This design comes from an exercise in tuning for small area and a short achievable clock period on the open sky130 flow, not from production work.
Where RTL was checked, it was by simulation tests only, not by an equivalence proof against the original.
Function not checked in runs 1, 2, 6 and 7: the RTL went through the layout flow alone.

## flow/flow/run.sh

```bash
#!/bin/bash
# Standard ORFS layout, except that the port buffers are buf_2 cells
# instead of the delay cells buffer_ports picks by default.
set -euo pipefail
export BUFFER_PORTS_ARGS="-buffer_cell sky130_fd_sc_hd__buf_2"
bash standard.sh finish > standard_flow.log 2>&1
```

## flow/standard.sh

```bash
#!/bin/bash
# synth_recipe.tcl (not shown) runs the flow's synth.tcl, then flattens the netlist and writes it again
# the make line also repeats each setting of config.mk as NAME=value (left out here)
make -C /OpenROAD-flow-scripts/flow DESIGN_CONFIG=/design/flow/config.mk WORK_HOME=/design/flow/orfs CLKGATE_MAP_FILE= SYNTH_SCRIPT=/design/flow/synth_recipe.tcl "${@:-finish}"
```

## flow/config.mk

```make
export PLATFORM = sky130hd
export DESIGN_NAME = I_PD
export DESIGN_NICKNAME = I_PD
export VERILOG_FILES = /design/flow/design.v
export SDC_FILE = /design/flow/constraint.sdc
export NUM_CORES = 4
export LEC_CHECK = 0
export CAP_MARGIN = 20
export CORE_MARGIN = 2
export CORE_UTILIZATION = 70
export PLACE_DENSITY = 0.8
export SLEW_MARGIN = 20
```

## flow/constraint.sdc

```tcl
create_clock -name core_clock -period 20.0 [get_ports {clk}]
set_input_delay 4.0000 -clock core_clock [delete_from_list [all_inputs] [get_ports {clk}]]
set_output_delay 4.0000 -clock core_clock [all_outputs]
set_load 0.01 [all_outputs]
```

## flow/design.v

```verilog
`timescale 1ns / 1ps
module IPD_core
	(
		input wire [18:0] yk, rk,
		input wire [18:0] yp,       
		input wire [18:0] ik1,
		output wire [18:0] n_ik1,
		output wire [19:0] n_a
    );
localparam [18:0] MAX = 19'h3FFFF;
localparam [18:0] MIN = 19'h40000;
function [18:0] clamp20(input [19:0] s);
	clamp20 = (s[19] != s[18]) ? (s[19] ? MIN : MAX) : s[18:0];
endfunction
function [39:0] csa(input [19:0] a, input [19:0] b, input [19:0] c);
	csa = {((a & b) | (a & c) | (b & c)) << 1, a ^ b ^ c};
endfunction
wire ypmin = (yp == MIN);
wire ymin = (yk == MIN);
wire [19:0] t0 = {yk[18], yk} - {yp[18], yp};
wire [19:0] t = {t0[19] ^ ypmin, t0[18:0]};
wire signed [19:0] ts = t;
wire d_min = ts >= 20'sd3496;       
wire d_max = ts <= -20'sd3496;      
wire dsat = d_min | d_max;
wire d_wrap = (ts >= 20'sd1748) | (ts <= -20'sd1748);
wire [39:0] l1 = csa(~(t << 7), ~(t << 4), ~(t << 3));
wire [39:0] l2 = csa(l1[19:0], {l1[39:21], 1'b1}, {t[18:0], 1'b1});
wire [19:0] ds = d_min ? 20'hC0000 : d_max ? 20'h3FFFF : l2[19:0];
wire [19:0] dc = dsat ? 20'd0 : {l2[39:21], 1'b1};
wire signed [18:0] ys = yk;
wire p_min = ys >= 19'sd29128;      
wire p_max = ys <= -19'sd29128;     
wire psat = p_min | p_max;
wire p_wrap = (ys >= 19'sd14564) | (ys <= -19'sd14564);
wire [19:0] yw = {yk[18], yk};
wire [19:0] p18 = (yw << 4) + (yw << 1);
wire [19:0] pm1 = p_min ? 20'hBFFFF : p_max ? 20'hBFFFE : ~p18;
wire [39:0] l3 = csa(ds, dc, pm1);
wire [19:0] v = l3[19:0] + {l3[39:21], 1'b1};
wire par_a = (dsat ? 1'b0 : d_wrap) ^ (psat ? p_max : p_wrap);
wire [19:0] a = {v[19] ^ par_a, v[18:0]};    
wire [19:0] e0 = {rk[18], rk} - {yk[18], yk};
wire [19:0] e = {e0[19] ^ ymin, e0[18:0]};
wire signed [19:0] es = e;
wire m_max = es >= 20'sd74899;
wire m_min = es <= -20'sd74899;
wire msat = m_max | m_min;
wire m_wrap = (es >= 20'sd37450) | (es <= -20'sd37450);
wire [39:0] lq = csa(e << 3, ~e, {ik1[18], ik1});
wire [19:0] q = lq[19:0] + {lq[39:21], 1'b1};
wire [18:0] ik_w = clamp20({q[19] ^ m_wrap, q[18:0]});
wire [18:0] ik1_dec = {1'b0, ik1[17:0]} + 19'h7FFFF;
wire [18:0] ik_max = ik1[18] ? ik1_dec : MAX;
wire [18:0] ik_min = ik1[18] ? MIN : {1'b1, ik1[17:0]};
wire [18:0] ik = m_max ? ik_max : m_min ? ik_min : ik_w;
assign n_ik1 = ik;
assign n_a = a;
endmodule
module IPD_out
	(
		input wire [19:0] a1,      
		input wire [18:0] ik1,
		output wire [18:0] pidk
    );
localparam [18:0] MAX = 19'h3FFFF;
localparam [18:0] MIN = 19'h40000;
wire [18:0] a = (a1[19] != a1[18]) ? (a1[19] ? MIN : MAX) : a1[18:0];
wire [19:0] sum = {a[18], a} + {ik1[18], ik1};
assign pidk = (sum[19] != sum[18]) ? {sum[19], {18{~sum[19]}}} : sum[18:0];
endmodule
module I_PD #(parameter size=19)
	(
		input wire clk, rst, EN,
		input wire signed [size-1:0] yk, rk,
		output wire signed [size-1:0] pidk
    );
reg [18:0] yp, ik1;
reg [19:0] a1;
wire [18:0] n_ik1;
wire [19:0] n_a;
IPD_core core (.yk(yk), .rk(rk), .yp(yp), .ik1(ik1),
	.n_ik1(n_ik1), .n_a(n_a));
IPD_out out (.a1(a1), .ik1(ik1), .pidk(pidk));
always @(posedge clk or posedge rst)
begin
	if (rst) begin
		yp <= 19'd0;
		ik1 <= 19'd0;
		a1 <= 20'd0;
	end
	else if (EN) begin
		yp <= yk;
		ik1 <= n_ik1;
		a1 <= n_a;
	end
end
endmodule
```

==> summary.md, run 1 <==
| Metric | Value |
|---|---|
| Minimum clock period | 11470 ps |
| Post-synthesis compound-gate area fraction | 0.255 |
| Per-cell routed wire length | 18.3 µm |
| Number of enable flip-flop cells after synthesis | 0 |
| Row cnt | 46 |
| Element type at the critical path start | primary input |
| Initial antenna violation count | 0 |
| CTS tree | built |
| Iteration-0 DRC Markers | 919 |
| Mux contribution to synthesized area | 0.0194 |
| Synth Area in Simple Gates | 0.176 |
| Die X | 130 µm |
| Placed cell count | 1630 |
| Post_cts resized | 0 |
| Gate Count Post-Synth | 1383 |
| # hold bufs at CTS | 0 |
| Synth cell types | 94 |
| Clk_skew | between 4 and 5 ps |
| Hold Crit Class | reg -> reg |
| Crit end category | register |
| Die Y | 130 µm |
| Syn Area/Cell | 8.08 µm² |
| P&R area growth vs syn | 7.05% |
| Post-route insts no fill | 1646 |
| Final Wtd Congestion | 0.996 |
| Syn nets | about 1600 |
| DRC | 0 |
| Flops & latches, synth | 58 |
| Maximum clock frequency | 87.2 MHz |
| Clk buf depth | 2 |
| Largest family of logic cells by synthesized area | adder cells |
| Final setup TNS | 0 ps |
| GRT overflow | 0 |
| First-pass GRT wire length | 48600 µm |
| Status | finished clean |
| Worst EP required | between 20000 and 25000 ps |
| Worst Path Max Fanout | 22 |
| Largest area contributor in the netlist | ha_1 |
| # clock sinks | 58 |
| Share of cells above drive strength 1 | 0.0979 |
| Post-route clock period utilization | 0.574 |
| Quantity of I/O buffers inserted on ports | 59 |
| Slowest cell on the critical path | nor2b_1 |
| Final Hold Vio Count | 0 |
| Fill cells | 1262 |
| Largest net degree at the start of global routing | 64 |
| H-tree Lvls | 3 |
| Starting Density | 0.709 |
| Number of max-cap violations | 0 |
| Wirelength, routed | around 30000 µm |
| Main area contributors after synthesis | ha_1, dfrtp_1, fa_1 |
| WS Path Type | in -> reg |
| Slew headroom | 0.341 |
| RSZ-0062 raised after global routing | false |
| Diodes inserted | 0 |
| Worst-Skew Late Latency | 340 ps |
| Drt first pass iters | 5 |
| Ys async rst share | 1.00 |
| Xor/xnor cell area share of the yosys netlist | 0.0779 |
| Via count | 10429 |
| Setup violations, final | 0 |
| Dpl hpwl | between 20000 and 25000 µm |
| Pins Over Slew Limit | 0 |
| Vias in the first global route | between 9000 and 10000 |
| Post-synth top flop | dfrtp_1 |
| Post-synth top area share | 0.137 |
| Sequential share of the synthesized area | 0.130 |
| Final net count | 1654 |
| Die footprint | around 0.017 mm² |
| Post-synthesis adder-cell area fraction | 0.268 |
| Post-CTS Setup Repair Bufs | 0 |
| Worst hold slack | a little over 500 ps |
| GRT Total Usage | 0.366 |
| Syn. warnings | 2 |
| Via/cell ratio | 6.34 |
| Total I/O pin count | 60 |
| Worst Tran Pin Value | 987 ps |
| Mapped Area | 0.0112 mm² |
| Crit-path max cell delay | 840 ps |
| Area of the core | around 0.016 mm² |
| CTS Root Cell | clkbuf_16 |
| Clock transition at path regs | 50 ps |
| Worst path arrival time | 11700 ps |
| TritonCTS Buffers | 9 |
| Post-route ant nets | 0 |
==> logic make-up (layout without fill, tap and decap cells) <==
kind of cell | count (synthesis) | after routing
AO/OA/AOI/OAI | 412 | 412
XOR/XNOR | 94 | 94
adder cells (fa/ha/maj) | 203 | 203
buffers and inverters | 217 | 264
flip-flops | 58 | 58
multiplexers | 19 | 19
AND/OR/NAND/NOR | 380 | 380
==> worst paths after layout <==
path / slack, ps / endpoint / cells after the start / start
worst min-delay path: 510 / a1[10] / 1 / a1[10]
worst max-delay path: 8530 / a1[16] / 30 / yk[2]
max in group asynchronous: 15600 / ik1[8] / 3 / rst
min in group asynchronous: 3870 / yp[0] / 3 / rst
worst max register to register: 11940 / a1[16] / 30 / yp[1]
worst min register to register: 510 / a1[10] / 1 / a1[10]
==> layout by cell type, fill, tap and decap left out, drive strengths merged, types with 28 or more instances in the layout <==
cell type / instances
nand3: 28
buf: 66
fa: 66
a21oi: 112
inv: 181
ha: 122
o21a: 34
a21o: 42
dfrtp: 58
o21ai: 66
nor2: 72
xnor2: 68
nor3: 32
nand2: 91
==> metal layers <==
layer	GRT usage	share of wire	vias up
li1	-	-	5002
met1	0.512	0.44	4958
met2	0.589	0.46	418
met3	0.0574	0.079	51
met4	0.106	0.023	0
met5	0	0	-
==> layout make-up <==
type	instances	area, µm²	area share
clock buffers	12	256	0.0214
inverters	182	683	0.0571
multi-input cells	1108	8900	0.744
repair buffers	66	348	0.0291
flip-flops and latches	58	1450	0.121
clock inverters	4	50.0	0.00418
well taps	216	270	0.0226
==> state kept, by name, indices dropped and copies added (netlist names) <==
name	flops
ik1	19
a1	20
yp	19
==> worst max-delay path, delay by kind of cell <==
kind / cells / cell delay (ps)
multiplexers: 1 / 270
AO/OA/AOI/OAI: 13 / 2920
AND/OR/NAND/NOR: 6 / 1580
XOR/XNOR: 2 / 850
adder cells (fa/ha/maj): 4 / 1410
buffers and inverters: 4 / 650
==> stage by stage <==
stage	util	worst slack [ps]	area, µm²
5_1_grt	0.759	7890	12000
3_5_place_dp	0.739	8310	11700
2_1_floorplan	-	9620	11200
4_1_cts	0.758	8590	12000
3_3_place_gp	0.739	8580	11700
6_report	0.759	8530	12000
==> Yosys cell counts (all sizes together) (4+ instances only) <==
| cell type | instances |
|---|---|
| xnor2 | 68 |
| nor3b | 5 |
| nand3b | 9 |
| nor3 | 32 |
| o31ai | 9 |
| a2111oi | 6 |
| o21ai | 66 |
| or4 | 4 |
| fa | 66 |
| o41ai | 5 |
| inv | 181 |
| nor4 | 13 |
| o2bb2ai | 15 |
| xor2 | 25 |
| and2 | 21 |
| nand3 | 28 |
| a31oi | 19 |
| o21bai | 17 |
| a211oi | 20 |
| nand2 | 91 |
| mux2 | 18 |
| or2 | 8 |
| clkbuf | 28 |
| maj3 | 15 |
| nor2 | 72 |
| o211ai | 11 |
| a21o | 42 |
| ha | 122 |
| o22ai | 4 |
| a211o | 9 |
| nand2b | 18 |
| a31o | 4 |
| dfrtp | 58 |
| a21oi | 112 |
| nand4 | 19 |
| o21a | 34 |
| or3 | 26 |
| a21boi | 5 |
| nor2b | 14 |
| and3 | 13 |
| buf | 7 |
==> run 2, diff against run 1 <==
--- a/flow/config.mk
+++ b/flow/config.mk
@@ -8,5 +8,5 @@
 export CAP_MARGIN = 20
 export CORE_MARGIN = 2
-export CORE_UTILIZATION = 70
-export PLACE_DENSITY = 0.8
+export CORE_UTILIZATION = 40
+export PLACE_DENSITY = 0.6
 export SLEW_MARGIN = 20
==> run 2 against run 1 <==
Sequential share of layout area decreased by 0.26 points; register-to-register slack gained 180 ps; critical path depth is 2 lower; setup slack gained 140 ps.
==> summary.md, run 2 <==
| Metric | Value |
|---|---|
| Drt first pass iters | 5 (unchanged) |
| Post-route ant nets | 0 (unchanged) |
| First-pass GRT wire length | 51400 µm (was 48600 µm) |
| WS Path Type | in -> reg (unchanged) |
| Row cnt | 61 (was 46) |
| CTS tree | built (unchanged) |
| Gate Count Post-Synth | 1383 (unchanged) |
| Largest area contributor in the netlist | ha_1 (unchanged) |
| Worst hold slack | 514 ps (was 513 ps) |
| Dpl hpwl | 26000 µm (was 24300 µm) |
| H-tree Lvls | 3 (unchanged) |
| Mapped Area | 0.0112 mm² (unchanged) |
| Worst-Skew Late Latency | 340 ps (about the same) |
| Area of the core | 0.0276 mm² (was 0.0158 mm²) |
| DRC | 0 (unchanged) |
| Diodes inserted | 0 (unchanged) |
| Max FFs per register | 20 (unchanged) |
| Quantity of I/O buffers inserted on ports | 59 (unchanged) |
| Iteration-0 DRC Markers | 770 (was 919) |
| Post_cts resized | 0 (unchanged) |
| Worst Tran Pin Value | 1010 ps (was 987 ps) |
| Flops & latches, synth | 58 (unchanged) |
| Slew headroom | 0.321 (was 0.341) |
| Setup violations, final | 0 (unchanged) |
| Syn. warnings | 2 (unchanged) |
| Post-Place Cell Area | 0.0119 mm² (was 0.0117 mm²) |
| Final net count | 1656 (was 1654) |
| Die footprint | 0.0293 mm² (was 0.0170 mm²) |
| Post-synth top flop | dfrtp_1 (unchanged) |
| Commonest non-fill, non-tap cell in the layout | inv_1 (unchanged) |
| Busiest layer in global routing | met2 (unchanged) |
| Per-cell routed wire length | 17.5 µm (was 18.3 µm) |
| Vias in the first global route | 9665 (was 9799) |
| Hold Crit Class | reg -> reg (unchanged) |
| Starting Density | 0.404 (was 0.709) |
| Total I/O pin count | 60 (unchanged) |
| GRT overflow | 0 (unchanged) |
| Multi-input gate area | 0.00890 mm² (about the same) |
| Post-synth top area share | 0.137 (unchanged) |
| Syn nets | 1612 (unchanged) |
| Maximum clock frequency | 88.3 MHz (was 87.2 MHz) |
| Registers with the most flip-flops | a1: 20 flops, ik1: 19 flops, yp: 19 flops (unchanged) |
| Via count | 10028 (was 10429) |
| Number of max-cap violations | 0 (unchanged) |
| TritonCTS Buffers | 9 (unchanged) |
| Element type at the critical path start | primary input (unchanged) |
| Final setup TNS | 0 ps (unchanged) |
| Final Hold Vio Count | 0 (unchanged) |
| Initial antenna violation count | 0 (unchanged) |
| Met2 usage | 0.364 (was 0.589) |
| Fill cells | 2810 (was 1262) |
| Largest net degree at the start of global routing | 64 (unchanged) |
| GRT Total Usage | 0.222 (was 0.366) |
| Number of enable flip-flop cells after synthesis | 0 (unchanged) |
| Post-CTS Setup Repair Bufs | 0 (unchanged) |
| Syn Area/Cell | 8.08 µm² (unchanged) |
| # clock sinks | 58 (unchanged) |
| Pins Over Slew Limit | 0 (unchanged) |
| Clock transition at path regs | 70 ps (was 50 ps) |
| Clk_skew | 14.6 ps (was 4.91 ps) |
| Cell area after layout | 0.0122 mm² (was 0.0120 mm²) |
| Global Route met3 Usage | 0.0252 (was 0.0574) |
| Most common cell in the netlist | inv_1 (unchanged) |
| Worst Path Max Fanout | 22 (unchanged) |
| Synth cell types | 94 (unchanged) |
| Sequential share of the synthesized area | 0.130 (unchanged) |
| Wirelength, routed | 31700 µm (was 30200 µm) |
| Crit end category | register (unchanged) |
| Clk buf depth | 2 (unchanged) |
| Via/cell ratio | 5.54 (was 6.34) |
| Most frequent cells in the layout | inv_1, ha_1, a21oi_1 (unchanged) |
| RSZ-0062 raised after global routing | false (unchanged) |
| P&R area growth vs syn | 9.37% (was 7.05%) |
| Worst path arrival time | 11540 ps (was 11700 ps) |
| Die Y | 171 µm (was 130 µm) |
| CTS Root Cell | clkbuf_16 (unchanged) |
| Ys async rst share | 1.00 (unchanged) |
| Most flops, register | a1 (unchanged) |
| Main area contributors after synthesis | ha_1, dfrtp_1, fa_1 (unchanged) |
| Final Wtd Congestion | 0.949 (was 0.996) |
| Synth cell count leaders | inv_1, ha_1, a21oi_1 (unchanged) |
| # hold bufs at CTS | 0 (unchanged) |
| Die X | 171 µm (was 130 µm) |
| Status | finished clean (unchanged) |
| Register Area | 0.00145 mm² (unchanged) |
| Slowest cell on the critical path | nor2b_1 (unchanged) |
| Minimum clock period | 11330 ps (was 11470 ps) |
| Crit-path max cell delay | 860 ps (was 840 ps) |
| Share of cells above drive strength 1 | 0.0992 (was 0.0979) |
| Worst EP required | 20220 ps (about the same) |
| Met1 usage | 0.313 (was 0.512) |
| Post-route clock period utilization | 0.566 (was 0.574) |
## run 2: cell counts after synthesis
No cell type changed its count.
## run 2: layout make-up
type                       instances  share of cell area
clock buffer                       9              0.0184
clock inverter                     7              0.0102
inverter                         182              0.0559
multi-input combinational       1108               0.728
sequential                        58               0.119
tap                              378              0.0387
timing repair buffer              68              0.0297
## run 2: cells by family after synthesis
| kind of cell | count (synthesis) | synth area share |
|---|---|---|
| muxes | 19 | 0.0194 |
| and+or+nand+nor | 380 | 0.176 |
| AOI/OAI and AO/OA | 412 | 0.255 |
| xor gates and xnor gates | 94 | 0.0779 |
| DFF | 58 | 0.130 |
| adders and majority gates | 203 | 0.268 |
| buffers and inverters | 217 | 0.0736 |
## run 2: per-stage QoR
step                      instances  setup slack, ps   util
after detailed placement       1794             8370  0.430
after floorplan                1383             9620      -
after global routing           1810             8030  0.442
after CTS                      1810             8700  0.442
after global placement         1794             8600  0.430
final                          1810             8670  0.442
## run 2: path summary, 6_finish.rpt
kind | from | to | slack (ps) | cells past startpoint
worst max-delay path | yk[0] | a1[16] | 8670 | 28
worst min-delay path | a1[3] | a1[3] | 510 | 1
worst max register to register | yp[1] | a1[16] | 12120 | 30
worst min register to register | a1[3] | a1[3] | 510 | 1
max in group asynchronous | rst | yp[18] | 15570 | 3
min in group asynchronous | rst | a1[9] | 3890 | 3
## run 2: critical path, delay by kind of cell
family                   cells  cell delay, ps
AO/OA/AOI/OAI               13            3690
adder cells (fa/ha/maj)      4            1550
AND/OR/NAND/NOR              5            1360
buffers and inverters        4             520
multiplexers                 1             260
XOR/XNOR                     1             150
## run 2: layer usage
layer	up-vias	part of all wire	wire (µm)
li1	5008	-	-
met1	4737	0.49	15500
met2	259	0.45	14400
met5	-	0	0
met3	24	0.044	1400
met4	0	0.015	462
==> run 3, diff against run 2 <==
--- a/flow/design.v
+++ b/flow/design.v
@@ -34,7 +34,6 @@
 wire psat = p_min | p_max;
 wire p_wrap = (ys >= 19'sd14564) | (ys <= -19'sd14564);
-wire [19:0] yw = {yk[18], yk};
-wire [19:0] p18 = (yw << 4) + (yw << 1);
-wire [19:0] pm1 = p_min ? 20'hBFFFF : p_max ? 20'hBFFFE : ~p18;
+wire [19:0] yc = psat ? 20'h20000 : {yk[18], yk};
+wire [19:0] pm1 = ~(yc << 4) + ~(yc << 1) + {19'd0, ~p_max};
 wire [39:0] l3 = csa(ds, dc, pm1);
 wire [19:0] v = l3[19:0] + {l3[39:21], 1'b1};
--- a/flow/config.mk
+++ b/flow/config.mk
@@ -6,4 +6,5 @@
 export NUM_CORES = 4
 export LEC_CHECK = 0
+export ABC_AREA = 1
 export CAP_MARGIN = 20
 export CORE_MARGIN = 2
==> run 3 against run 2 <==
Wire length rose by 15%; flip-flop and latch count unchanged; synthesized area rose by 11%; critical path depth is 6 higher; final cell count up 35%; core utilization is 0.46 points lower; count of clock-buffer cells in the layout grew 3; hold slack worse by 32 ps; setup slack gained 1200 ps; largest cell class unchanged.
==> summary.md, run 3 <==
| Metric | Value |
|---|---|
| Post-CTS Setup Repair Bufs | 0 (unchanged) |
| Most common cell in the netlist | nand2_1 (was inv_1) |
| Quantity of I/O buffers inserted on ports | 59 (unchanged) |
| Wirelength, routed | 36400 µm (was 31700 µm) |
| Final setup TNS | 0 ps (unchanged) |
| Worst Tran Pin Value | 813 ps (was 1010 ps) |
| Hold Crit Class | reg -> reg (unchanged) |
| Element type at the critical path start | primary input (unchanged) |
| Number of enable flip-flop cells after synthesis | 0 (unchanged) |
| Clk buf depth | 2 (unchanged) |
| Reg2Reg Depth | 32 (was 30) |
| Largest net degree at the start of global routing | 63 (was 64) |
| Levels on crit path | 34 (was 28) |
| Dpl hpwl | 30700 µm (was 26000 µm) |
| Final Hold Vio Count | 0 (unchanged) |
| CTS tree | built (unchanged) |
| Die footprint | 0.0325 mm² (was 0.0293 mm²) |
| Critical Path Source | yk[0] (unchanged) |
| Minimum clock period | 10100 ps (was 11330 ps) |
| Worst EP required | 20210 ps (was 20220 ps) |
| Reg-to-Reg Start | yp[0] (was yp[1]) |
| Gate Count Post-Synth | 2003 (was 1383) |
| Post_cts resized | 0 (unchanged) |
| P&R area growth vs syn | 7.76% (was 9.37%) |
| Clock transition at path regs | 50 ps (was 70 ps) |
| Slew headroom | 0.458 (was 0.321) |
| Total I/O pin count | 60 (unchanged) |
| Registers with the most flip-flops | a1: 20 flops, ik1: 19 flops, yp: 19 flops (unchanged) |
| # hold bufs at CTS | 0 (unchanged) |
| Setup violations, final | 0 (unchanged) |
| Starting Density | 0.406 (was 0.404) |
| Number of max-cap violations | 0 (unchanged) |
| GRT Total Usage | 0.223 (was 0.222) |
| Synth cell types | 59 (was 94) |
| Via count | 12553 (was 10028) |
| Diodes inserted | 0 (unchanged) |
| GRT overflow | 0 (unchanged) |
| Slowest cell on the critical path | xor2_1 (was nor2b_1) |
| Most used cell, CP | nand2_1 |
| Die Y | 180 µm (was 171 µm) |
| Area of the core | 0.0306 mm² (was 0.0276 mm²) |
| Die X | 180 µm (was 171 µm) |
| TritonCTS Buffers | 9 (unchanged) |
| Main area contributors after synthesis | nand2_1, ha_1, dfrtp_1 (was ha_1, dfrtp_1, fa_1) |
| # clock sinks | 58 (unchanged) |
| Drt first pass iters | 5 (unchanged) |
| Share of cells above drive strength 1 | 0.0761 (was 0.0992) |
| Final Wtd Congestion | 0.963 (was 0.949) |
| Syn. warnings | 2 (unchanged) |
| WS Path Type | in -> reg (unchanged) |
| Most frequent cells in the layout | nand2_1, inv_1, nor2_1 (was inv_1, ha_1, a21oi_1) |
| DRC | 0 (unchanged) |
| Crit path to | a1[14] (was a1[16]) |
| Maximum clock frequency | 99.0 MHz (was 88.3 MHz) |
| H-tree Lvls | 3 (unchanged) |
| Sequential share of the synthesized area | 0.117 (was 0.130) |
| Post-synth top area share | 0.154 (was 0.137) |
| Per-cell routed wire length | 14.9 µm (was 17.5 µm) |
| Max FFs per register | 20 (unchanged) |
| Clk_skew | 11.9 ps (was 14.6 ps) |
| Row cnt | 64 (was 61) |
| Post-route ant nets | 0 (unchanged) |
| Synth cell count leaders | nand2_1, inv_1, nor2_1 (was inv_1, ha_1, a21oi_1) |
| Flops & latches, synth | 58 (unchanged) |
| Hold Crit Start | a1[3] (unchanged) |
| Worst-Skew Late Latency | 350 ps (was 340 ps) |
| CTS Root Cell | clkbuf_16 (unchanged) |
| Worst path arrival time | 10310 ps (was 11540 ps) |
| Ys async rst share | 1.00 (unchanged) |
| Syn nets | 2232 (was 1612) |
| Post-route clock period utilization | 0.505 (was 0.566) |
| RSZ-0062 raised after global routing | false (unchanged) |
| Reg-to-reg endpoint | a1[14] (was a1[16]) |
| Crit end category | register (unchanged) |
| Kind of cell adding the most delay to the critical path | simple AND/OR/NAND/NOR gates (was compound AO/OA/AOI/OAI gates) |
| Pins Over Slew Limit | 0 (unchanged) |
| Most flops, register | a1 (unchanged) |
| Mapped Area | 0.0124 mm² (was 0.0112 mm²) |
| Vias in the first global route | 11852 (was 9665) |
| Final net count | 2275 (was 1656) |
| Commonest non-fill, non-tap cell in the layout | nand2_1 (was inv_1) |
| Status | finished clean (unchanged) |
| Crit-path max cell delay | 590 ps (was 860 ps) |
| Post-synth top flop | dfrtp_1 (unchanged) |
| Syn Area/Cell | 6.20 µm² (was 8.08 µm²) |
| Largest area contributor in the netlist | nand2_1 (was ha_1) |
| Via/cell ratio | 5.13 (was 5.54) |
| Worst Path Max Fanout | 20 (was 22) |
| First-pass GRT wire length | 59600 µm (was 51400 µm) |
| Iteration-0 DRC Markers | 908 (was 770) |
| Initial antenna violation count | 2 (was 0) |
| Worst Path Buf+Inv | 7 (was 4) |
| R2R setup slack | 13420 ps (was 12120 ps) |
[run 3: cell types whose count changed in the layout (fill, tap and decap cells not counted), sizes merged, moves of 18 or more]
cell and delta:
or3 -26, and2 -19, o21ai +41, o21a -34, xnor2 -50, mux2 -18, nor2 +154, nand3 +82
nand2b -18, a21oi +67, inv +187, a211oi -19, a21o -33, nand2 +435
[run 3: worst min-delay path by stage]
stage | endpoint | slack, ps | cells after the start
floorplan | a1[15] | 450 | 2
global placement | a1[15] | 470 | 2
detailed placement | a1[0] | 480 | 2
CTS | a1[3] | 490 | 2
global route | a1[0] | 530 | 2
finish | a1[3] | 480 | 2
[run 3: logic make-up after synthesis]
group,Yosys count,share of synthesized area
AO/OA/AOI/OAI,337,0.151
XOR/XNOR,54,0.0432
adder cells (fa/ha/maj),188,0.229
buffers and inverters,399,0.125
flip-flops,58,0.117
AND/OR/NAND/NOR,967,0.335
[run 3: final cells by class]
type	instances	area, µm²
clock buffers	12	256
clock inverters	4	50.0
fillers	3363	17200
inverters	369	1390
multi-input cells	1546	9430
flip-flops and latches	58	1450
well taps	396	495
repair buffers	62	318
[run 3: stage by stage]
stage	instances	hold WS, ps	instance area [µm²]	setup WS (ps)	utilization
finish	2447	483	13400	9900	0.438
global route	2447	527	13400	9190	0.438
CTS	2447	489	13400	9880	0.438
detailed placement	2431	477	13100	9530	0.428
global placement	2431	469	13100	9780	0.428
floorplan	2003	449	12400	10930	-
[run 3: layer usage]
layer | share of wire | GRT usage
met3 | 0.039 | 0.0247
met5 | 0.00055 | 0
met4 | 0.011 | 0.0355
met1 | 0.48 | 0.308
met2 | 0.47 | 0.382
[run 3: tightest hold or removal path: stages, from the launching register on]
cell     delay, ps
dfrtp_1        330
nand2_1         50
o21ai_0         60
==> run 4, diff against run 3 <==
--- a/flow/config.mk
+++ b/flow/config.mk
@@ -6,5 +6,4 @@
 export NUM_CORES = 4
 export LEC_CHECK = 0
-export ABC_AREA = 1
 export CAP_MARGIN = 20
 export CORE_MARGIN = 2
==> run 4 against run 3 <==
Design area is 8.3% lower; final cell count is 23% lower; global-route usage is 0.22 points lower; flip-flop and latch count stayed put; synthesized area is 9.1% lower; core utilization is 0.43 points higher; hold slack better by 27 ps; sequential share of layout area is 0.98 points higher; die area is 8.9% lower.
==> summary.md, run 4 <==
| Metric | Value |
|---|---|
| Slew headroom | 0.368 (was 0.458) |
| Syn nets | 1679 (was 2232) |
| Post-route insts no fill | 1875 (was 2447) |
| Final Wtd Congestion | 0.904 (was 0.963) |
| Post-synth top area share | 0.135 (was 0.154) |
| Max FFs per register | 20 (unchanged) |
| Maximum clock frequency | 91.7 MHz (was 99.0 MHz) |
| RSZ-0062 raised after global routing | false (unchanged) |
| Via/cell ratio | 5.57 (was 5.13) |
| Most used cell, CP | o21ai_0 (was nand2_1) |
| Status | finished clean (unchanged) |
| Syn. warnings | 2 (unchanged) |
| Drt first pass iters | 5 (unchanged) |
| Final Hold Vio Count | 0 (unchanged) |
| Die Y | 172 µm (was 180 µm) |
| Diodes inserted | 0 (unchanged) |
| Crit-path max cell delay | 560 ps (was 590 ps) |
| Crit end category | register (unchanged) |
| Most common cell in the netlist | inv_1 (was nand2_1) |
| Per-cell routed wire length | 17.3 µm (was 14.9 µm) |
| Synth cell count leaders | inv_1, nand2_1, ha_1 (was nand2_1, inv_1, nor2_1) |
| Worst Path Buf+Inv | 3 (was 7) |
| Clk_skew | 11.8 ps (was 11.9 ps) |
| Post-route clock period utilization | 0.545 (was 0.505) |
| Hold Crit Class | reg -> reg (unchanged) |
| Dpl hpwl | 26200 µm (was 30700 µm) |
| Registers with the most flip-flops | a1: 20 flops, ik1: 19 flops, yp: 19 flops (unchanged) |
| Number of enable flip-flop cells after synthesis | 0 (unchanged) |
| Sequential share of the synthesized area | 0.129 (was 0.117) |
| Row cnt | 61 (was 64) |
| Starting Density | 0.407 (was 0.406) |
| Wirelength, routed | 32400 µm (was 36400 µm) |
| Post-CTS Setup Repair Bufs | 0 (unchanged) |
| Setup violations, final | 0 (unchanged) |
| Main area contributors after synthesis | ha_1, dfrtp_1, fa_1 (was nand2_1, ha_1, dfrtp_1) |
| Clock transition at path regs | 50 ps (about the same) |
| Slowest cell on the critical path | a31o_2 (was xor2_1) |
| Commonest non-fill, non-tap cell in the layout | inv_1 (was nand2_1) |
| Fill cells | 2866 (was 3363) |
| Gate Count Post-Synth | 1450 (was 2003) |
| Worst Path Max Fanout | 31 (was 20) |
| CTS tree | built (unchanged) |
| Largest area contributor in the netlist | ha_1 (was nand2_1) |
| Worst Tran Pin Value | 945 ps (was 813 ps) |
| Worst EP required | 20200 ps (was 20210 ps) |
| Clk buf depth | 2 (unchanged) |
| Area of the core | 0.0278 mm² (was 0.0306 mm²) |
| First-pass GRT wire length | 51600 µm (was 59600 µm) |
| CTS Root Cell | clkbuf_16 (unchanged) |
| Pins Over Slew Limit | 0 (unchanged) |
| Most flops, register | a1 (unchanged) |
| Quantity of I/O buffers inserted on ports | 59 (unchanged) |
| P&R area growth vs syn | 8.75% (was 7.76%) |
| Ys async rst share | 1.00 (unchanged) |
| Placed cell count | 1859 (was 2431) |
| Worst-Skew Late Latency | 350 ps (about the same) |
| Post-synth top flop | dfrtp_1 (unchanged) |
| Via count | 10436 (was 12553) |
| Kind of cell adding the most delay to the critical path | compound AO/OA/AOI/OAI gates (was simple AND/OR/NAND/NOR gates) |
| WS Path Type | in -> reg (unchanged) |
| Element type at the critical path start | primary input (unchanged) |
| Flops & latches, synth | 58 (unchanged) |
| GRT overflow | 0 (unchanged) |
| Minimum clock period | 10910 ps (was 10100 ps) |
| TritonCTS Buffers | 9 (unchanged) |
| Mapped Area | 0.0113 mm² (was 0.0124 mm²) |
| Initial antenna violation count | 0 (was 2) |
| Post_cts resized | 0 (unchanged) |
| Share of cells above drive strength 1 | 0.0962 (was 0.0761) |
| Die X | 172 µm (was 180 µm) |
| Number of max-cap violations | 0 (unchanged) |
| Largest net degree at the start of global routing | 73 (was 63) |
| DRC | 0 (unchanged) |
| Final setup TNS | 0 ps (unchanged) |
| Synth cell types | 95 (was 59) |
| Iteration-0 DRC Markers | 707 (was 908) |
| Die footprint | 0.0296 mm² (was 0.0325 mm²) |
| Worst path arrival time | 11100 ps (was 10310 ps) |
| Post-route ant nets | 0 (unchanged) |
| # hold bufs at CTS | 0 (unchanged) |
| # clock sinks | 58 (unchanged) |
| Vias in the first global route | 9657 (was 11852) |
| GRT Total Usage | 0.221 (was 0.223) |
| Total I/O pin count | 60 (unchanged) |
| Final net count | 1721 (was 2275) |
| H-tree Lvls | 3 (unchanged) |
| Most frequent cells in the layout | inv_1, nand2_1, ha_1 (was nand2_1, inv_1, nor2_1) |
| Syn Area/Cell | 7.79 µm² (was 6.20 µm²) |
[run 4: changes by cell type in the layout (fill, tap and decap cells not counted), moves of 19 or more]
cell / delta
o211ai_1: +21
a21o_1: +20
nand2_1: -375
nand4_1: -21
a21oi_1: -65
xnor2_1: +40
and3_1: +19
o21ai_0: -27
inv_1: -172
nor2_1: -115
nand3_1: -69
[run 4: worst reg2reg max path, delay by kind of cell, from the launching register on]
kind,cells,cell delay [ps]
AOI/OAI and AO/OA,15,3340
xor gates and xnor gates,2,760
adders and majority gates,4,1320
buffers and inverters,3,640
DFF,1,380
muxes,1,110
and+or+nand+nor,4,740
[run 4: metrics by stage]
step / hold slack, ps / cell area [µm²] / utilization / setup WS (ps)
after CTS: 514 / 12300 / 0.442 / 9060
after global placement: 493 / 12000 / 0.431 / 8740
after floorplan: 481 / 11300 / - / 10130
after detailed placement: 500 / 12000 / 0.431 / 8690
final: 510 / 12300 / 0.442 / 9090
after global routing: 531 / 12300 / 0.442 / 8500
[run 4: metal layers]
| layer | vias to the layer above | global-route usage | wire length [µm] |
|---|---|---|---|
| met5 | - | 0 | 0 |
| met3 | 36 | 0.0286 | 1680 |
| met4 | 0 | 0.0658 | 709 |
| met1 | 4886 | 0.319 | 15700 |
| met2 | 300 | 0.343 | 14300 |
| li1 | 5214 | - | - |
[run 4: final cells by class]
| type | count | area, µm² | share of cell area |
|---|---|---|---|
| clock buffers | 10 | 239 | 0.0195 |
| repair buffers | 66 | 348 | 0.0283 |
| well taps | 378 | 473 | 0.0385 |
| inverters | 194 | 728 | 0.0593 |
| multi-input cells | 1163 | 8980 | 0.731 |
| flip-flops and latches | 58 | 1450 | 0.118 |
| clock inverters | 6 | 65.1 | 0.00530 |
[run 4: cells by family after synthesis]
kind of cell / synth area share
xor+xnor: 0.0705
fa+ha+maj: 0.255
mux: 0.0233
flops: 0.129
simple gates: 0.197
buf+inv: 0.0771
compound gates: 0.249
[run 4: path summary, 6_finish.rpt]
kind                         from      to  slack (ps)  cells after the start
max                         yk[2]  a1[18]        9090                     29
min in group asynchronous     rst  ik1[5]        3890                      3
min reg2reg                a1[12]  a1[12]         510                      1
max in group asynchronous     rst  yp[15]       15590                      3
min                        a1[12]  a1[12]         510                      1
max reg2reg                 yp[2]  a1[18]       12550                     29
==> run 5, diff against run 4 <==
--- a/flow/design.v
+++ b/flow/design.v
@@ -73,13 +73,12 @@
 		input wire clk, rst, EN,
 		input wire signed [size-1:0] yk, rk,
-		output wire signed [size-1:0] pidk
+		output reg signed [size-1:0] pidk
     );
 reg [18:0] yp, ik1;
-reg [19:0] a1;
-wire [18:0] n_ik1;
+wire [18:0] n_ik1, n_pidk;
 wire [19:0] n_a;
 IPD_core core (.yk(yk), .rk(rk), .yp(yp), .ik1(ik1),
 	.n_ik1(n_ik1), .n_a(n_a));
-IPD_out out (.a1(a1), .ik1(ik1), .pidk(pidk));
+IPD_out out (.a1(n_a), .ik1(n_ik1), .pidk(n_pidk));
 always @(posedge clk or posedge rst)
 begin
@@ -87,10 +86,10 @@
 		yp <= 19'd0;
 		ik1 <= 19'd0;
-		a1 <= 20'd0;
+		pidk <= 19'd0;
 	end
 	else if (EN) begin
 		yp <= yk;
 		ik1 <= n_ik1;
-		a1 <= n_a;
+		pidk <= n_pidk;
 	end
 end
==> run 5 against run 4 <==
Clock skew shrank 2.5 ps; synthesized area increased by 4.4%; synthesized cell count increased by 4.6%; critical endpoint is now pidk[8]; sequential share of layout area shrank 0.63 points; design area rose by 3.8%; setup slack worse by 4300 ps; count of clock-buffer cells in the layout down 1; via count increased by 6.1%; non-clock buffer count grew 4.
==> summary.md, run 5 <==
| Metric | Value |
|---|---|
| First-pass GRT wire length | 56100 µm (was 51600 µm) |
| # clock sinks | 57 (was 58) |
| Gate Count Post-Synth | 1517 (was 1450) |
| Worst-Skew Late Latency | 350 ps (about the same) |
| Post-synth top area share | 0.128 (was 0.135) |
| WS Path Type | in -> reg (unchanged) |
| DRC | 0 (unchanged) |
| Post-CTS Setup Repair Bufs | 0 (unchanged) |
| Row cnt | 62 (was 61) |
| Initial antenna violation count | 2 (was 0) |
| Final net count | 1780 (was 1721) |
| Sequential share of the synthesized area | 0.121 (was 0.129) |
| CTS Root Cell | clkbuf_16 (unchanged) |
| Status | finished clean (unchanged) |
| Wirelength, routed | 34700 µm (was 32400 µm) |
| Most common cell in the netlist | inv_1 (unchanged) |
| CTS tree | built (unchanged) |
| Worst Path Max Fanout | 32 (was 31) |
| Synth cell count leaders | inv_1, nand2_1, ha_1 (unchanged) |
| Largest area contributor in the netlist | ha_1 (unchanged) |
| Worst path arrival time | 15430 ps (was 11100 ps) |
| Maximum clock frequency | 65.8 MHz (was 91.7 MHz) |
| Synth cell types | 99 (was 95) |
| Registers with the most flip-flops | ik1: 19 flops, pidk: 19 flops, yp: 19 flops (was a1: 20 flops, ik1: 19 flops, yp: 19 flops) |
| Fill cells | 3039 (was 2866) |
| Final Hold Vio Count | 0 (unchanged) |
| Number of max-cap violations | 0 (unchanged) |
| Clk_skew | 9.30 ps (was 11.8 ps) |
| Hold Crit Class | reg -> reg (unchanged) |
| Worst Path Buf+Inv | 2 (was 3) |
| Per-cell routed wire length | 17.9 µm (was 17.3 µm) |
| Clock transition at path regs | 60 ps (was 50 ps) |
| GRT Total Usage | 0.227 (was 0.221) |
| Starting Density | 0.408 (was 0.407) |
| Syn nets | 1745 (was 1679) |
| Via/cell ratio | 5.70 (was 5.57) |
| # hold bufs at CTS | 0 (unchanged) |
| Post_cts resized | 0 (unchanged) |
| Mapped Area | 0.0118 mm² (was 0.0113 mm²) |
| Commonest non-fill, non-tap cell in the layout | inv_1 (unchanged) |
| Final setup TNS | 0 ps (unchanged) |
| P&R area growth vs syn | 8.14% (was 8.75%) |
| Syn. warnings | 2 (unchanged) |
| Element type at the critical path start | primary input (unchanged) |
| H-tree Lvls | 3 (unchanged) |
| Post-route clock period utilization | 0.760 (was 0.545) |
| Die Y | 176 µm (was 172 µm) |
| Worst EP required | 20230 ps (was 20200 ps) |
| Setup violations, final | 0 (unchanged) |
| Flops & latches, synth | 57 (was 58) |
| Post-synth top flop | dfrtp_1 (unchanged) |
| Dpl hpwl | 28500 µm (was 26200 µm) |
| GRT overflow | 0 (unchanged) |
| Total I/O pin count | 60 (unchanged) |
| Largest net degree at the start of global routing | 70 (was 73) |
| Worst Tran Pin Value | 1030 ps (was 945 ps) |
| Number of enable flip-flop cells after synthesis | 0 (unchanged) |
| Area of the core | 0.0289 mm² (was 0.0278 mm²) |
| RSZ-0062 raised after global routing | false (unchanged) |
| Drt first pass iters | 5 (unchanged) |
| Pins Over Slew Limit | 0 (unchanged) |
| Worst hold slack | 500 ps (was 510 ps) |
| Clk buf depth | 2 (unchanged) |
| Most frequent cells in the layout | inv_1, nand2_1, ha_1 (unchanged) |
| Vias in the first global route | 10780 (was 9657) |
| Share of cells above drive strength 1 | 0.100 (was 0.0962) |
| Quantity of I/O buffers inserted on ports | 59 (unchanged) |
| Kind of cell adding the most delay to the critical path | compound AO/OA/AOI/OAI gates (unchanged) |
| Crit-path max cell delay | 760 ps (was 560 ps) |
| Final Wtd Congestion | 0.915 (was 0.904) |
| Slowest cell on the critical path | o21bai_2 (was a31o_2) |
| Via count | 11075 (was 10436) |
| Minimum clock period | 15200 ps (was 10910 ps) |
| Main area contributors after synthesis | ha_1, dfrtp_1, fa_1 (unchanged) |
| Ys async rst share | 1.00 (unchanged) |
| Post-route ant nets | 0 (unchanged) |
| Die footprint | 0.0309 mm² (was 0.0296 mm²) |
| Crit end category | register (unchanged) |
| Syn Area/Cell | 7.77 µm² (was 7.79 µm²) |
| Die X | 176 µm (was 172 µm) |
| Iteration-0 DRC Markers | 572 (was 707) |
| TritonCTS Buffers | 9 (unchanged) |
| Slew headroom | 0.308 (was 0.368) |
[run 5: changes by cell type in the layout (fill, tap and decap cells not counted), sizes merged, moves of 8 or more]
cell / change
nor3: +8
nor2: -25
nand2b: +11
xor2: +12
o211ai: -16
o21bai: -8
o21ai: +25
maj3: +23
nand2: +15
[run 5: layout make-up]
class / instances / area (µm²) / area share
Antenna cell: 1 / 2.50 / 0.000196
Clock buffer: 9 / 225 / 0.0177
Tap cell: 384 / 480 / 0.0377
Timing Repair Buffer: 70 / 378 / 0.0296
Clock inverter: 7 / 70.1 / 0.00550
Sequential cell: 57 / 1430 / 0.112
Inverter: 193 / 724 / 0.0568
Multi-Input combinational cell: 1221 / 9440 / 0.741
[run 5: worst register-to-register path: cells and delay by family, from the launching register on]
kind            cells  cell delay (ps)
flops               1              400
compound gates     26             6200
xor+xnor            1              530
simple gates        8             2050
fa+ha+maj           6             2150
mux                 1              270
[run 5: per-stage QoR]
stage	cells	utilization	area, µm²	setup slack, ps
2_1_floorplan	1517	-	11800	6240
3_3_place_gp	1925	0.431	12400	4890
3_5_place_dp	1925	0.431	12400	4560
4_1_cts	1941	0.442	12700	4870
5_1_grt	1941	0.442	12700	3680
6_report	1942	0.442	12700	4800
[run 5: routing by layer]
| metal | global-route usage | vias up | part of all wire |
|---|---|---|---|
| li1 | - | 5445 | - |
| met1 | 0.306 | 5259 | 0.46 |
| met2 | 0.382 | 310 | 0.47 |
| met3 | 0.0284 | 59 | 0.047 |
| met4 | 0.0634 | 2 | 0.025 |
| met5 | 0 | - | 0.00037 |
[run 5: path summary, 6_finish.rpt]
kind / start / end / slack [ps] / depth (start not counted)
hold / removal: pidk[8] / pidk[8] / 500 / 1
min in group asynchronous: rst / ik1[5] / 3880 / 3
setup reg to reg: yp[0] / pidk[8] / 8270 / 42
max in group asynchronous: rst / yp[12] / 15600 / 3
setup / recovery: yk[0] / pidk[8] / 4800 / 44
hold reg to reg: pidk[8] / pidk[8] / 500 / 1
[run 5: logic make-up after synthesis]
kind of cell,count (synthesis),share of synthesized area
mux,28,0.0263
buf+inv,239,0.0784
simple gates,447,0.186
fa+ha+maj,213,0.263
flops,57,0.121
xor+xnor,91,0.0701
compound gates,442,0.255
==> run 6, diff against run 5 <==
--- a/flow/design.v
+++ b/flow/design.v
@@ -27,6 +27,4 @@
 wire [39:0] l1 = csa(~(t << 7), ~(t << 4), ~(t << 3));
 wire [39:0] l2 = csa(l1[19:0], {l1[39:21], 1'b1}, {t[18:0], 1'b1});
-wire [19:0] ds = d_min ? 20'hC0000 : d_max ? 20'h3FFFF : l2[19:0];
-wire [19:0] dc = dsat ? 20'd0 : {l2[39:21], 1'b1};
 wire signed [18:0] ys = yk;
 wire p_min = ys >= 19'sd29128;      
@@ -34,10 +32,17 @@
 wire psat = p_min | p_max;
 wire p_wrap = (ys >= 19'sd14564) | (ys <= -19'sd14564);
-wire [19:0] yc = psat ? 20'h20000 : {yk[18], yk};
-wire [19:0] pm1 = ~(yc << 4) + ~(yc << 1) + {19'd0, ~p_max};
-wire [39:0] l3 = csa(ds, dc, pm1);
+wire par_p = psat ? p_max : p_wrap;
+wire [19:0] yw = {yk[18], yk};
+wire [19:0] p18 = (yw << 4) + (yw << 1);
+wire [19:0] n18 = 20'd0 - p18;
+wire [19:0] pk0 = p_min ? 20'hC0000 : p_max ? 20'hBFFFF : n18;
+wire [19:0] pm1 = p_min ? 20'hBFFFF : p_max ? 20'hBFFFE : ~p18;
+wire [39:0] l3 = csa(l2[19:0], {l2[39:21], 1'b1}, pm1);
 wire [19:0] v = l3[19:0] + {l3[39:21], 1'b1};
-wire par_a = (dsat ? 1'b0 : d_wrap) ^ (psat ? p_max : p_wrap);
-wire [19:0] a = {v[19] ^ par_a, v[18:0]};    
+wire [19:0] a_w = {v[19] ^ d_wrap ^ par_p, v[18:0]};
+wire [19:0] pd = d_max ? pm1 : pk0;
+wire [1:0] pd_hi = pd[19:18] + 2'b11;
+wire [19:0] a_s = {pd_hi[1] ^ d_max ^ par_p, pd_hi[0], pd[17:0]};
+wire [19:0] a = dsat ? a_s : a_w;            
 wire [19:0] e0 = {rk[18], rk} - {yk[18], yk};
 wire [19:0] e = {e0[19] ^ ymin, e0[18:0]};
@@ -73,12 +78,13 @@
 		input wire clk, rst, EN,
 		input wire signed [size-1:0] yk, rk,
-		output reg signed [size-1:0] pidk
+		output wire signed [size-1:0] pidk
     );
 reg [18:0] yp, ik1;
-wire [18:0] n_ik1, n_pidk;
+reg [19:0] a1;
+wire [18:0] n_ik1;
 wire [19:0] n_a;
 IPD_core core (.yk(yk), .rk(rk), .yp(yp), .ik1(ik1),
 	.n_ik1(n_ik1), .n_a(n_a));
-IPD_out out (.a1(n_a), .ik1(n_ik1), .pidk(n_pidk));
+IPD_out out (.a1(a1), .ik1(ik1), .pidk(pidk));
 always @(posedge clk or posedge rst)
 begin
@@ -86,10 +92,10 @@
 		yp <= 19'd0;
 		ik1 <= 19'd0;
-		pidk <= 19'd0;
+		a1 <= 20'd0;
 	end
 	else if (EN) begin
 		yp <= yk;
 		ik1 <= n_ik1;
-		pidk <= n_pidk;
+		a1 <= n_a;
 	end
 end
==> run 6 against run 5 <==
Highest routed layer is now met4; non-clock buffer count decreased by 5; synthesized area hardly changed; clock skew up 11 ps; global-route usage up 0.17 points; hold slack improved by 17 ps; still clean on timing, DRC and antenna; sequential share of layout area rose by 0.16 points.
==> summary.md, run 6 <==
| Metric | Value |
|---|---|
| Slew headroom | 0.314 (was 0.308) |
| Wirelength, routed | 34900 µm (was 34700 µm) |
| Syn nets | 1789 (was 1745) |
| Fill cells | 2996 (was 3039) |
| Die Y | 176 µm (about the same) |
| Cell area after layout | 0.0128 mm² (was 0.0127 mm²) |
| Synth cell count leaders | inv_1, nor2_1, a21oi_1 (was inv_1, nand2_1, ha_1) |
| Ys async rst share | 1.00 (unchanged) |
| Initial antenna violation count | 0 (was 2) |
| Global Route met3 Usage | 0.0361 (was 0.0284) |
| First-pass GRT wire length | 56500 µm (was 56100 µm) |
| Worst Slack Setup Final | 9580 ps (was 4800 ps) |
| Most flops, register | a1 |
| Crit end category | register (unchanged) |
| Element type at the critical path start | primary input (unchanged) |
| Quantity of I/O buffers inserted on ports | 59 (unchanged) |
| Registers with the most flip-flops | a1: 20 flops, ik1: 19 flops, yp: 19 flops (was ik1: 19 flops, pidk: 19 flops, yp: 19 flops) |
| Final net count | 1821 (was 1780) |
| Most common cell in the netlist | inv_1 (unchanged) |
| # hold bufs at CTS | 0 (unchanged) |
| Met2 usage | 0.339 (was 0.382) |
| Share of cells above drive strength 1 | 0.0813 (was 0.100) |
| Worst EP required | 20280 ps (was 20230 ps) |
| Hold Crit Class | reg -> reg (unchanged) |
| Worst path arrival time | 10700 ps (was 15430 ps) |
| Largest area contributor in the netlist | ha_1 (unchanged) |
| CTS Root Cell | clkbuf_16 (unchanged) |
| Gate Count Post-Synth | 1563 (was 1517) |
| Final setup TNS | 0 ps (unchanged) |
| Worst-Skew Late Latency | 350 ps (about the same) |
| Worst Path Max Fanout | 14 (was 32) |
| Main area contributors after synthesis | ha_1, dfrtp_1, fa_1 (unchanged) |
| Minimum clock period | 10420 ps (was 15200 ps) |
| Multi-input gate area | 0.00952 mm² (was 0.00944 mm²) |
| Worst Tran Pin Value | 1030 ps (about the same) |
| Syn. warnings | 2 (unchanged) |
| TritonCTS Buffers | 9 (unchanged) |
| Commonest non-fill, non-tap cell in the layout | inv_1 (unchanged) |
| Worst hold slack | 516 ps (was 500 ps) |
| Final Wtd Congestion | 0.893 (was 0.915) |
| Syn Area/Cell | 7.54 µm² (was 7.77 µm²) |
| Vias in the first global route | 10619 (was 10780) |
| Post-route ant nets | 0 (unchanged) |
| Post-route clock period utilization | 0.521 (was 0.760) |
| H-tree Lvls | 3 (unchanged) |
| DRC | 0 (unchanged) |
| Largest net degree at the start of global routing | 85 (was 70) |
| Number of max-cap violations | 0 (unchanged) |
| Post-Place Cell Area | 0.0124 mm² (about the same) |
| GRT Total Usage | 0.228 (was 0.227) |
| Via count | 11410 (was 11075) |
| Register Area | 0.00145 mm² (was 0.00143 mm²) |
| Post-synth top flop | dfrtp_1 (unchanged) |
| WS Path Type | in -> reg (unchanged) |
| Diodes inserted | 0 (was 1) |
| Iteration-0 DRC Markers | 797 (was 572) |
| Status | finished clean (unchanged) |
| Area of the core | 0.0289 mm² (unchanged) |
| CTS tree | built (unchanged) |
| Sequential share of the synthesized area | 0.123 (was 0.121) |
| Starting Density | 0.408 (about the same) |
| Via/cell ratio | 5.75 (was 5.70) |
| Clk_skew | 20.1 ps (was 9.30 ps) |
| Max FFs per register | 20 |
| Number of enable flip-flop cells after synthesis | 0 (unchanged) |
| RSZ-0062 raised after global routing | false (unchanged) |
| Post_cts resized | 0 (unchanged) |
| P&R area growth vs syn | 8.53% (was 8.14%) |
| Per-cell routed wire length | 17.6 µm (was 17.9 µm) |
| GRT overflow | 0 (unchanged) |
| Met1 usage | 0.346 (was 0.306) |
| Row cnt | 62 (unchanged) |
| Synth cell types | 96 (was 99) |
| Die footprint | 0.0308 mm² (was 0.0309 mm²) |
| Post-CTS Setup Repair Bufs | 0 (unchanged) |
| Pins Over Slew Limit | 0 (unchanged) |
| Final Hold Vio Count | 0 (unchanged) |
| Dpl hpwl | 28300 µm (was 28500 µm) |
| Flops & latches, synth | 58 (was 57) |
| Setup violations, final | 0 (unchanged) |
| Total I/O pin count | 60 (unchanged) |
| Maximum clock frequency | 96.0 MHz (was 65.8 MHz) |
| Post-synth top area share | 0.141 (was 0.128) |
| Clk buf depth | 2 (unchanged) |
| Clock transition at path regs | 60 ps (about the same) |
| # clock sinks | 58 (was 57) |
| Most frequent cells in the layout | inv_1, nor2_1, a21oi_1 (was inv_1, nand2_1, ha_1) |
| Pre-CTS setup slack | 9300 ps (was 4560 ps) |
| Drt first pass iters | 5 (unchanged) |
| Busiest layer in global routing | met1 (was met2) |
| Die X | 176 µm (about the same) |
| Mapped Area | 0.0118 mm² (about the same) |
-- run 6: worst paths after layout --
kind	from	depth (start not counted)	slack (ps)	endpoint
worst min register to register	a1[1]	2	520	a1[1]
worst max-delay path	yk[1]	23	9580	ik1[3]
worst min-delay path	a1[1]	2	520	a1[1]
max in group asynchronous	rst	3	15600	yp[6]
worst max register to register	yp[4]	23	13590	a1[19]
min in group asynchronous	rst	3	3870	a1[9]
-- run 6: final cells by class --
| type | count | share of cell area |
|---|---|---|
| clock inverter | 7 | 0.00979 |
| clock buffer | 9 | 0.0176 |
| tap | 384 | 0.0376 |
| timing repair buffer | 65 | 0.0266 |
| inverter | 172 | 0.0505 |
| sequential | 58 | 0.114 |
| multi-input combinational | 1289 | 0.744 |
-- run 6: stage by stage --
step | util | cells
global route | 0.443 | 1984
floorplan | - | 1563
CTS | 0.443 | 1984
finish | 0.443 | 1984
global placement | 0.431 | 1968
detailed placement | 0.431 | 1968
-- run 6: cells by family after synthesis --
| family | share of synthesized area |
|---|---|
| mux | 0.0118 |
| fa+ha+maj | 0.235 |
| flops | 0.123 |
| compound gates | 0.254 |
| buf+inv | 0.0699 |
| simple gates | 0.220 |
| xor+xnor | 0.0864 |
-- run 6: worst max-delay path, cell delays in order --
cell and delay [ps]:
buf_2 170, inv_1 210, fa_1 500, a21o_1 210, a21oi_2 200, o21ai_1 120, a211oi_1 320, nor3_1 120
nor2_1 340, fa_1 480, ha_1 230, or4_1 500, a211oi_1 260, nor4_1 90, nor2_1 200, o31ai_1 120
a211o_1 290, a31o_2 320, xor2_1 160, ha_1 430, or4b_1 560, mux2i_2 640, a221o_1 200
-- run 6: metal layers --
layer / vias to the layer above / wire length [µm] / share of wire
li1: 5670 / - / -
met1: 5426 / 17900 / 0.51
met2: 287 / 14700 / 0.42
met3: 27 / 1820 / 0.052
met4: 0 / 438 / 0.013
met5: - / 0 / 0
==> run 7, diff against run 6 <==
--- a/flow/config.mk
+++ b/flow/config.mk
@@ -6,4 +6,5 @@
 export NUM_CORES = 4
 export LEC_CHECK = 0
+export ABC_AREA = 1
 export CAP_MARGIN = 20
 export CORE_MARGIN = 2
==> run 7 against run 6 <==
Non-clock buffer count decreased by 3; wire length is 28% higher; synthesized area is 13% higher; die area rose by 13%; hold slack got worse by 12 ps; largest cell class unchanged; highest routed layer unchanged.
==> summary.md, run 7 <==
| Metric | Value |
|---|---|
| GRT overflow | 0 (unchanged) |
| Number of max-cap violations | 0 (unchanged) |
| Share of cells above drive strength 1 | 0.0733 (was 0.0813) |
| Maximum clock frequency | 106 MHz (was 96.0 MHz) |
| Sequential share of the synthesized area | 0.109 (was 0.123) |
| CTS Root Cell | clkbuf_16 (unchanged) |
| Per-cell routed wire length | 16.3 µm (was 17.6 µm) |
| Worst path arrival time | 9700 ps (was 10700 ps) |
| Registers with the most flip-flops | a1: 20 flops, ik1: 19 flops, yp: 19 flops (unchanged) |
| Post-synth top flop | dfrtp_1 (unchanged) |
| Most flops, register | a1 (unchanged) |
| Commonest non-fill, non-tap cell in the layout | nand2_1 (was inv_1) |
| Max FFs per register | 20 (unchanged) |
| GRT Total Usage | 0.257 (was 0.228) |
| Most common cell in the netlist | nand2_1 (was inv_1) |
| Flops & latches, synth | 58 (unchanged) |
| Number of enable flip-flop cells after synthesis | 0 (unchanged) |
| Diodes inserted | 0 (unchanged) |
| TritonCTS Buffers | 9 (unchanged) |
| Iteration-0 DRC Markers | 1033 (was 797) |
| Final setup TNS | 0 ps (unchanged) |
| Syn Area/Cell | 5.95 µm² (was 7.54 µm²) |
| Syn nets | 2469 (was 1789) |
| Final core occ | 0.439 (was 0.443) |
| DRC | 0 (unchanged) |
| Quantity of I/O buffers inserted on ports | 59 (unchanged) |
| Ys async rst share | 1.00 (unchanged) |
| Post-route clock period utilization | 0.473 (was 0.521) |
| Row cnt | 66 (was 62) |
| Crit end category | register (unchanged) |
| H-tree Lvls | 3 (unchanged) |
| # hold bufs at CTS | 0 (unchanged) |
| Area of the core | 0.0327 mm² (was 0.0289 mm²) |
| Most used cell, CP | nand2_1 |
| Synth cell types | 57 (was 96) |
| Worst Tran Pin Value | 1080 ps (was 1030 ps) |
| Total I/O pin count | 60 (unchanged) |
| Clock transition at path regs | 60 ps (about the same) |
| Via count | 14539 (was 11410) |
| Initial antenna violation count | 0 (unchanged) |
| P&R area growth vs syn | 7.60% (was 8.53%) |
| Post-Place Cell Area | 0.0141 mm² (was 0.0124 mm²) |
| Main area contributors after synthesis | nand2_1, ha_1, dfrtp_1 (was ha_1, dfrtp_1, fa_1) |
| Final net count | 2513 (was 1821) |
| Hold Path Stages | 2 (unchanged) |
| Dpl hpwl | 37100 µm (was 28300 µm) |
| Vias in the first global route | 14121 (was 10619) |
| Pins Over Slew Limit | 0 (unchanged) |
| Worst-Skew Late Latency | 350 ps (about the same) |
| Drt first pass iters | 8 (was 5) |
| Post-synth top area share | 0.173 (was 0.141) |
| CTS tree | built (unchanged) |
| Element type at the critical path start | primary input (unchanged) |
| Slowest cell on the critical path | fa_1 (was mux2i_2) |
| Cell area after layout | 0.0144 mm² (was 0.0128 mm²) |
| Hold Crit Class | reg -> reg (unchanged) |
| Post-route ant nets | 0 (unchanged) |
| Final Hold Vio Count | 0 (unchanged) |
| Final Wtd Congestion | 0.973 (was 0.893) |
| Reg2Reg Depth | 32 (was 23) |
| Starting Density | 0.408 (about the same) |
| Die footprint | 0.0348 mm² (was 0.0308 mm²) |
| Worst Path Buf+Inv | 6 (was 2) |
| Gate Count Post-Synth | 2243 (was 1563) |
| Slew headroom | 0.276 (was 0.314) |
| Setup violations, final | 0 (unchanged) |
| Clk buf depth | 2 (unchanged) |
| Status | finished clean (unchanged) |
| Worst hold slack | 504 ps (was 516 ps) |
| Kind of cell adding the most delay to the critical path | adder cells (was compound AO/OA/AOI/OAI gates) |
| Levels on crit path | 34 (was 23) |
| Largest area contributor in the netlist | nand2_1 (was ha_1) |
| Crit-path max cell delay | 480 ps (was 640 ps) |
| Post_cts resized | 0 (unchanged) |
| RSZ-0062 raised after global routing | false (unchanged) |
| Most frequent cells in the layout | nand2_1, inv_1, nor2_1 (was inv_1, nor2_1, a21oi_1) |
| Wirelength, routed | 44600 µm (was 34900 µm) |
| Mapped Area | 0.0133 mm² (was 0.0118 mm²) |
| Worst EP required | 20240 ps (was 20280 ps) |
| # clock sinks | 58 (unchanged) |
| Minimum clock period | 9460 ps (was 10420 ps) |
| Synth cell count leaders | nand2_1, inv_1, nor2_1 (was inv_1, nor2_1, a21oi_1) |
| First-pass GRT wire length | 72800 µm (was 56500 µm) |
| Largest net degree at the start of global routing | 64 (was 85) |
| Die X | 187 µm (was 176 µm) |
| WS Path Type | in -> reg (unchanged) |
| Clk_skew | 10.2 ps (was 20.1 ps) |
| Die Y | 187 µm (was 176 µm) |
| Syn. warnings | 2 (unchanged) |
| Via/cell ratio | 5.32 (was 5.75) |
| Post-CTS Setup Repair Bufs | 0 (unchanged) |
| Worst Path Max Fanout | 7 (was 14) |
[run 7: layout make-up]
class	instances	area (µm²)
Tap cell	442	553
Timing Repair Buffer	62	318
Fill cell	3623	18400
Clock buffer	9	225
Sequential cell	58	1450
Multi-Input combinational cell	1769	10300
Clock inverter	7	70.1
Inverter	387	1460
[run 7: metrics by stage]
| stage | instances | setup slack (ps) |
|---|---|---|
| 2_1_floorplan | 2243 | 11310 |
| 4_1_cts | 2734 | 10590 |
| 6_report | 2734 | 10540 |
| 3_5_place_dp | 2718 | 10240 |
| 3_3_place_gp | 2718 | 10280 |
| 5_1_grt | 2734 | 9990 |
[run 7: worst register-to-register path, delay by kind of cell, from the launching register on]
family                     cells  cell delay, ps
buffers and inverters          4             480
and+or+nand+nor               16            1760
xor gates and xnor gates       2             330
DFF                            1             380
adders and majority gates      5            1730
AOI/OAI and AO/OA              5            1020
[run 7: kinds of logic (layout without fill, tap and decap cells)]
kind of cell,after synthesis,count (layout),share of synthesized area
and+or+nand+nor,1153,1153,0.370
adders and majority gates,185,185,0.203
xor gates and xnor gates,61,61,0.0440
AOI/OAI and AO/OA,370,370,0.154
DFF,58,58,0.109
buffers and inverters,416,465,0.121
[run 7: worst paths after layout]
| kind | endpoint | from | slack, ps |
|---|---|---|---|
| setup / recovery | a1[19] | yk[0] | 10540 |
| hold / removal | a1[17] | a1[17] | 500 |
| setup reg to reg | a1[19] | yp[0] | 14170 |
| hold reg to reg | a1[17] | a1[17] | 500 |
| max in group asynchronous | yp[18] | rst | 15510 |
| min in group asynchronous | ik1[8] | rst | 3900 |
[run 7: per-layer routing]
layer	share of wire	track usage
met1	0.44	0.329
met2	0.49	0.462
met3	0.043	0.0203
met4	0.026	0.0717
met5	0	0

## port drivers added, routing unchanged
The results above use ideal ports. As a check the final layouts listed here were re-extracted and re-timed, cells and wires unchanged.
Step 1, drivers: a clkbuf_16 drives clk and a buf_2 each remaining input, both assumed.
Step 2 moves the port delays by t, midway between the first and last clock arrival at a register: inputs arrive t later, outputs are due t later. That takes back most of the time a late clock gives input paths.
Slacks: no drivers / after step 1 / after step 2; pairs: no drivers / after step 1.
run | shift t [ns] | setup slack, ns | hold WS [ns] | cell pins on the clock port's net
run 1 | 0.386 | 8.529 / 8.537 / 8.151 | 0.513 / 0.513 / 0.513 | 1
run 2 | 0.390 | 8.673 / 8.704 / 8.314 | 0.514 / 0.514 / 0.514 | 1
run 3 | 0.389 | 9.897 / 9.920 / 9.531 | 0.483 / 0.483 / 0.483 | 1
run 4 | 0.390 | 9.094 / 9.118 / 8.728 | 0.510 / 0.510 / 0.510 | 1
run 5 | 0.391 | 4.800 / 4.778 / 4.387 | 0.500 / 0.500 / 0.500 | 1
run 6 | 0.389 | 9.583 / 9.572 / 9.183 | 0.516 / 0.516 / 0.516 | 1
run 7 | 0.392 | 10.537 / 10.559 / 10.167 | 0.504 / 0.504 / 0.504 | 1
After both steps setup and hold are still met in every run listed. The setup slack of run 5, which loses most, moves by -0.022 ns with the drivers and by -0.413 ns with both steps.
